This design comes from an exercise in tuning for small area on the open sky130 flow, not from production work.
Where RTL was checked, it was by simulation tests only, not by an equivalence proof against the original.
No activity file was given, so power comes from the tool's default toggle rates.

==> flow/design.v <==
module pipes (clk, rst, imem_addr, imem_data, dmem_addr, dmem_we, dmem_wdata, dmem_rdata);
	input clk;
	input rst;
	output [5:0] imem_addr;
	input [31:0] imem_data;
	output [10:0] dmem_addr;
	output dmem_we;
	output [15:0] dmem_wdata;
	input [15:0] dmem_rdata;
	reg [6:0]  pc;           
	reg [31:0] ir;           
	reg [4:0]  ex_rs, ex_rt;
	reg [15:0] ex_imm;       
	reg [31:0] ex_a, ex_b;   
	reg        ex_we;        
	reg        ex_st;        
	reg        ex_m2r;       
	reg [1:0]  ex_aluop;
	reg        ex_rdst;      
	reg [31:0] me_alu;
	reg [15:0] me_wd;
	reg [4:0]  me_dst;
	reg        me_we, me_st, me_m2r;
	reg [31:0] wb_val;
	reg [4:0]  wb_dst;
	reg        wb_we;
	wire [5:0] op = ir[31:26];
	wire [4:0] rs = ir[25:21];
	wire [4:0] rt = ir[20:16];
	wire [4:0] rd = ir[15:11];
	wire d_bne  = ~op[5] & op[0];
	wire d_jmp  = ~op[5] & (op[1] | op[3]);           
	wire d_jr   = ~op[5] & op[3];
	wire d_st   = op[3] & op[0];
	wire d_src  = (op[1] & (op[0] | ~op[5])) | d_jr;  
	wire d_rdst = ~(op[0] & (op[1] | ~op[5]));        
	wire d_wr   = op[5] ? ~(op[3] & op[0]) : ~(op[1] | op[3]);
	wire d_m2r  = op[0] & (op[1] | ~op[5]);           
	wire d_alu1 = op[5] ? ~(op[1] & op[0]) : ~(op[1] | op[0]);  
	wire [4:0] d_dst = d_rdst ? rd : rt;
	wire [31:0] rf_a, rf_b;
	wire [31:0] rf_q [0:31];
	assign rf_q[0] = 32'b0;
	genvar gi;
	generate
		for (gi = 1; gi < 32; gi = gi + 1) begin: rfr
			reg [31:0] q;
			wire wen  = wb_we & (wb_dst == gi);
			wire keep = ~wen;
			always @(posedge clk)
				q <= (q & {32{keep}}) | (wb_val & {32{wen}});
			assign rf_q[gi] = q;
		end
	endgenerate
	wire [31:0] sel_a, sel_b;
	generate
		for (gi = 0; gi < 32; gi = gi + 1) begin: rfdec
			assign sel_a[gi] = (rs == gi);
			assign sel_b[gi] = (rt == gi);
		end
	endgenerate
	reg [31:0] ra, rb;
	integer k;
	always @(*) begin
		ra = 32'b0;
		rb = 32'b0;
		for (k = 1; k < 32; k = k + 1) begin
			ra = ra | (rf_q[k] & {32{sel_a[k]}});
			rb = rb | (rf_q[k] & {32{sel_b[k]}});
		end
	end
	assign rf_a = ra;
	assign rf_b = rb;
	wire stall = me_st & ((ex_rt == rs) | (ex_rt == rt));
	wire fa_me = me_we & (me_dst == ex_rs);
	wire fa_wb = wb_we & (wb_dst == ex_rs);
	wire fb_me = me_we & (me_dst == ex_rt);
	wire fb_wb = wb_we & (wb_dst == ex_rt);
	wire [31:0] A  = fa_me ? me_alu : fa_wb ? wb_val : ex_a;
	wire [31:0] Bf = fb_me ? me_alu : fb_wb ? wb_val : ex_b;
	wire [31:0] B  = d_src ? {16'b0, ex_imm} : Bf;
	wire [5:0] fn = ex_imm[5:0];
	wire f_add = ex_aluop[1] ? (fn == 6'b100000) : ~ex_aluop[0];
	wire f_sub = ex_aluop[1] ? (fn == 6'b100010) :  ex_aluop[0];
	wire f_and = ex_aluop[1] & (fn == 6'b100100);
	wire f_or  = ex_aluop[1] & (fn == 6'b100101);
	wire f_xor = ex_aluop[1] & (fn == 6'b100110);
	wire f_slt = ex_aluop[1] & (fn == 6'b101010);
	wire f_sll = ex_aluop[1] & (fn == 6'b000000);
	wire sub = f_sub | f_slt;
	wire [32:0] sum = {1'b0, A} + {1'b0, B ^ {32{sub}}} + {32'b0, sub};
	wire [31:0] shl = A << B[2:0];
	wire [31:0] alu = ({32{f_add | f_sub}} & sum[31:0])
	                | ({32{f_and}} & (A & B))
	                | ({32{f_or}}  & (A | B))
	                | ({32{f_xor}} & (A ^ B))
	                | ({32{f_sll}} & shl)
	                | {31'b0, f_slt & ~sum[32]};
	wire zero = ~|alu;
	wire brT = d_bne & ~zero;
	wire [6:0] jt = d_jr ? rf_a[6:0] : ir[6:0];
	wire [6:0] bt = pc + ir[6:0];
	wire [6:0] fa = brT ? bt : d_jmp ? jt : pc;
	assign imem_addr = fa[5:0];
	assign dmem_addr  = me_alu[10:0];
	assign dmem_we    = me_st;
	assign dmem_wdata = me_wd;
	always @(posedge clk) begin
		if (rst)
			pc <= 7'd0;
		else if (!stall)
			pc <= fa + 7'd1;
		if (rst)
			ir <= 32'b0;
		else if (!stall)
			ir <= imem_data;
		ex_rs    <= rs;
		ex_rt    <= rt;
		ex_imm   <= ir[15:0];
		ex_a     <= rf_a;
		ex_b     <= rf_b;
		ex_we    <= ~stall & d_wr & (d_dst != 5'd0);
		ex_st    <= ~stall & d_st;
		ex_m2r   <= d_m2r;
		ex_aluop <= stall ? 2'b00 : {d_alu1, d_bne};
		ex_rdst  <= ~stall & d_rdst;
		me_alu <= alu;
		me_wd  <= Bf[15:0];
		me_dst <= ex_rdst ? ex_imm[15:11] : ex_rt;
		me_we  <= ex_we;
		me_st  <= ex_st;
		me_m2r <= ex_m2r;
		wb_val <= me_m2r ? {{16{dmem_rdata[15]}}, dmem_rdata} : me_alu;
		wb_dst <= me_dst;
		wb_we  <= me_we;
	end
endmodule
Settings: LEC_CHECK=0, CAP_MARGIN=20, CORE_MARGIN=2, CORE_UTILIZATION=40, PLACE_DENSITY=0.6, SLEW_MARGIN=20; clock period 9.0 ns.
run.sh (not shown) runs the stock make flow with config.mk's settings and CLKGATE_MAP_FILE= SYNTH_SCRIPT=/design/flow/synth_recipe.tcl, a recipe that flattens the netlist after the stock synthesis.
Rerun with:
--- a/flow/design.v
+++ b/flow/design.v
@@ -10,5 +10,5 @@
 	reg [6:0]  pc;           
 	reg [31:0] ir;           
-	reg [4:0]  ex_rs, ex_rt;
+	reg [4:0]  ex_rt;
 	reg [15:0] ex_imm;       
 	reg [31:0] ex_a, ex_b;   
@@ -25,4 +25,5 @@
 	reg [4:0]  wb_dst;
 	reg        wb_we;
+	reg        wb_keep;      
 	wire [5:0] op = ir[31:26];
 	wire [4:0] rs = ir[25:21];
@@ -47,5 +48,5 @@
 			reg [31:0] q;
 			wire wen  = wb_we & (wb_dst == gi);
-			wire keep = ~wen;
+			wire keep = wb_keep | (wb_dst != gi);
 			always @(posedge clk)
 				q <= (q & {32{keep}}) | (wb_val & {32{wen}});
@@ -73,10 +74,7 @@
 	assign rf_b = rb;
 	wire stall = me_st & ((ex_rt == rs) | (ex_rt == rt));
-	wire fa_me = me_we & (me_dst == ex_rs);
-	wire fa_wb = wb_we & (wb_dst == ex_rs);
-	wire fb_me = me_we & (me_dst == ex_rt);
-	wire fb_wb = wb_we & (wb_dst == ex_rt);
-	wire [31:0] A  = fa_me ? me_alu : fa_wb ? wb_val : ex_a;
-	wire [31:0] Bf = fb_me ? me_alu : fb_wb ? wb_val : ex_b;
+	wire [4:0] ex_dst = ex_rdst ? ex_imm[15:11] : ex_rt;
+	wire [31:0] A  = ex_a;
+	wire [31:0] Bf = ex_b;
 	wire [31:0] B  = d_src ? {16'b0, ex_imm} : Bf;
 	wire [5:0] fn = ex_imm[5:0];
@@ -98,4 +96,9 @@
 	                | {31'b0, f_slt & ~sum[32]};
 	wire zero = ~|alu;
+	wire [31:0] wb_next = me_m2r ? {{16{dmem_rdata[15]}}, dmem_rdata} : me_alu;
+	wire fa_me = ex_we & (ex_dst == rs);
+	wire fa_wb = me_we & (me_dst == rs);
+	wire fb_me = ex_we & (ex_dst == rt);
+	wire fb_wb = me_we & (me_dst == rt);
 	wire brT = d_bne & ~zero;
 	wire [6:0] jt = d_jr ? rf_a[6:0] : ir[6:0];
@@ -115,9 +118,8 @@
 		else if (!stall)
 			ir <= imem_data;
-		ex_rs    <= rs;
 		ex_rt    <= rt;
 		ex_imm   <= ir[15:0];
-		ex_a     <= rf_a;
-		ex_b     <= rf_b;
+		ex_a     <= fa_me ? alu : fa_wb ? wb_next : rf_a;
+		ex_b     <= fb_me ? alu : fb_wb ? wb_next : rf_b;
 		ex_we    <= ~stall & d_wr & (d_dst != 5'd0);
 		ex_st    <= ~stall & d_st;
@@ -127,11 +129,12 @@
 		me_alu <= alu;
 		me_wd  <= Bf[15:0];
-		me_dst <= ex_rdst ? ex_imm[15:11] : ex_rt;
+		me_dst <= ex_dst;
 		me_we  <= ex_we;
 		me_st  <= ex_st;
 		me_m2r <= ex_m2r;
-		wb_val <= me_m2r ? {{16{dmem_rdata[15]}}, dmem_rdata} : me_alu;
+		wb_val <= wb_next;
 		wb_dst <= me_dst;
 		wb_we  <= me_we;
+		wb_keep <= ~me_we;
 	end
 endmodule
Result: The new run completed with no timing, DRC or antenna violations; non-clock buffer count fell by 116; sequential cell count fell by 4; design area fell by 3.6%; count of clock-buffer cells in the layout rose by 13; sequential power rose by 13%; total power rose by 6.5%.
No functional check of the RTL was part of the first run of this note.

-- static timing again, ports no longer ideal --
In the flow no input, the clock included, has a driving cell. The finished layouts below were timed again as built, in two steps. Step 1: set_driving_cell puts a clkbuf_16 on clk and a buf_2 on each other input, an assumption about the parent block. Step 2 also shifts input and output timing later by t, the mid clock arrival at the registers, as if the neighbouring blocks saw the same clock. Slacks: ideal / step 1 / step 2; pairs: ideal / step 1.
run	t, ns	setup slack, ns	worst setup path at the end	clock arrival spread, ns	worst slew at a driven data input, ns
the first run	0.845	0.254 / 0.170 / 1.015	register to output	0.050 / 0.050	0.05
the second run	0.855	0.398 / 0.318 / 1.173	register to output	0.100 / 0.100	0.06
After both steps setup and hold are still met in every run listed.
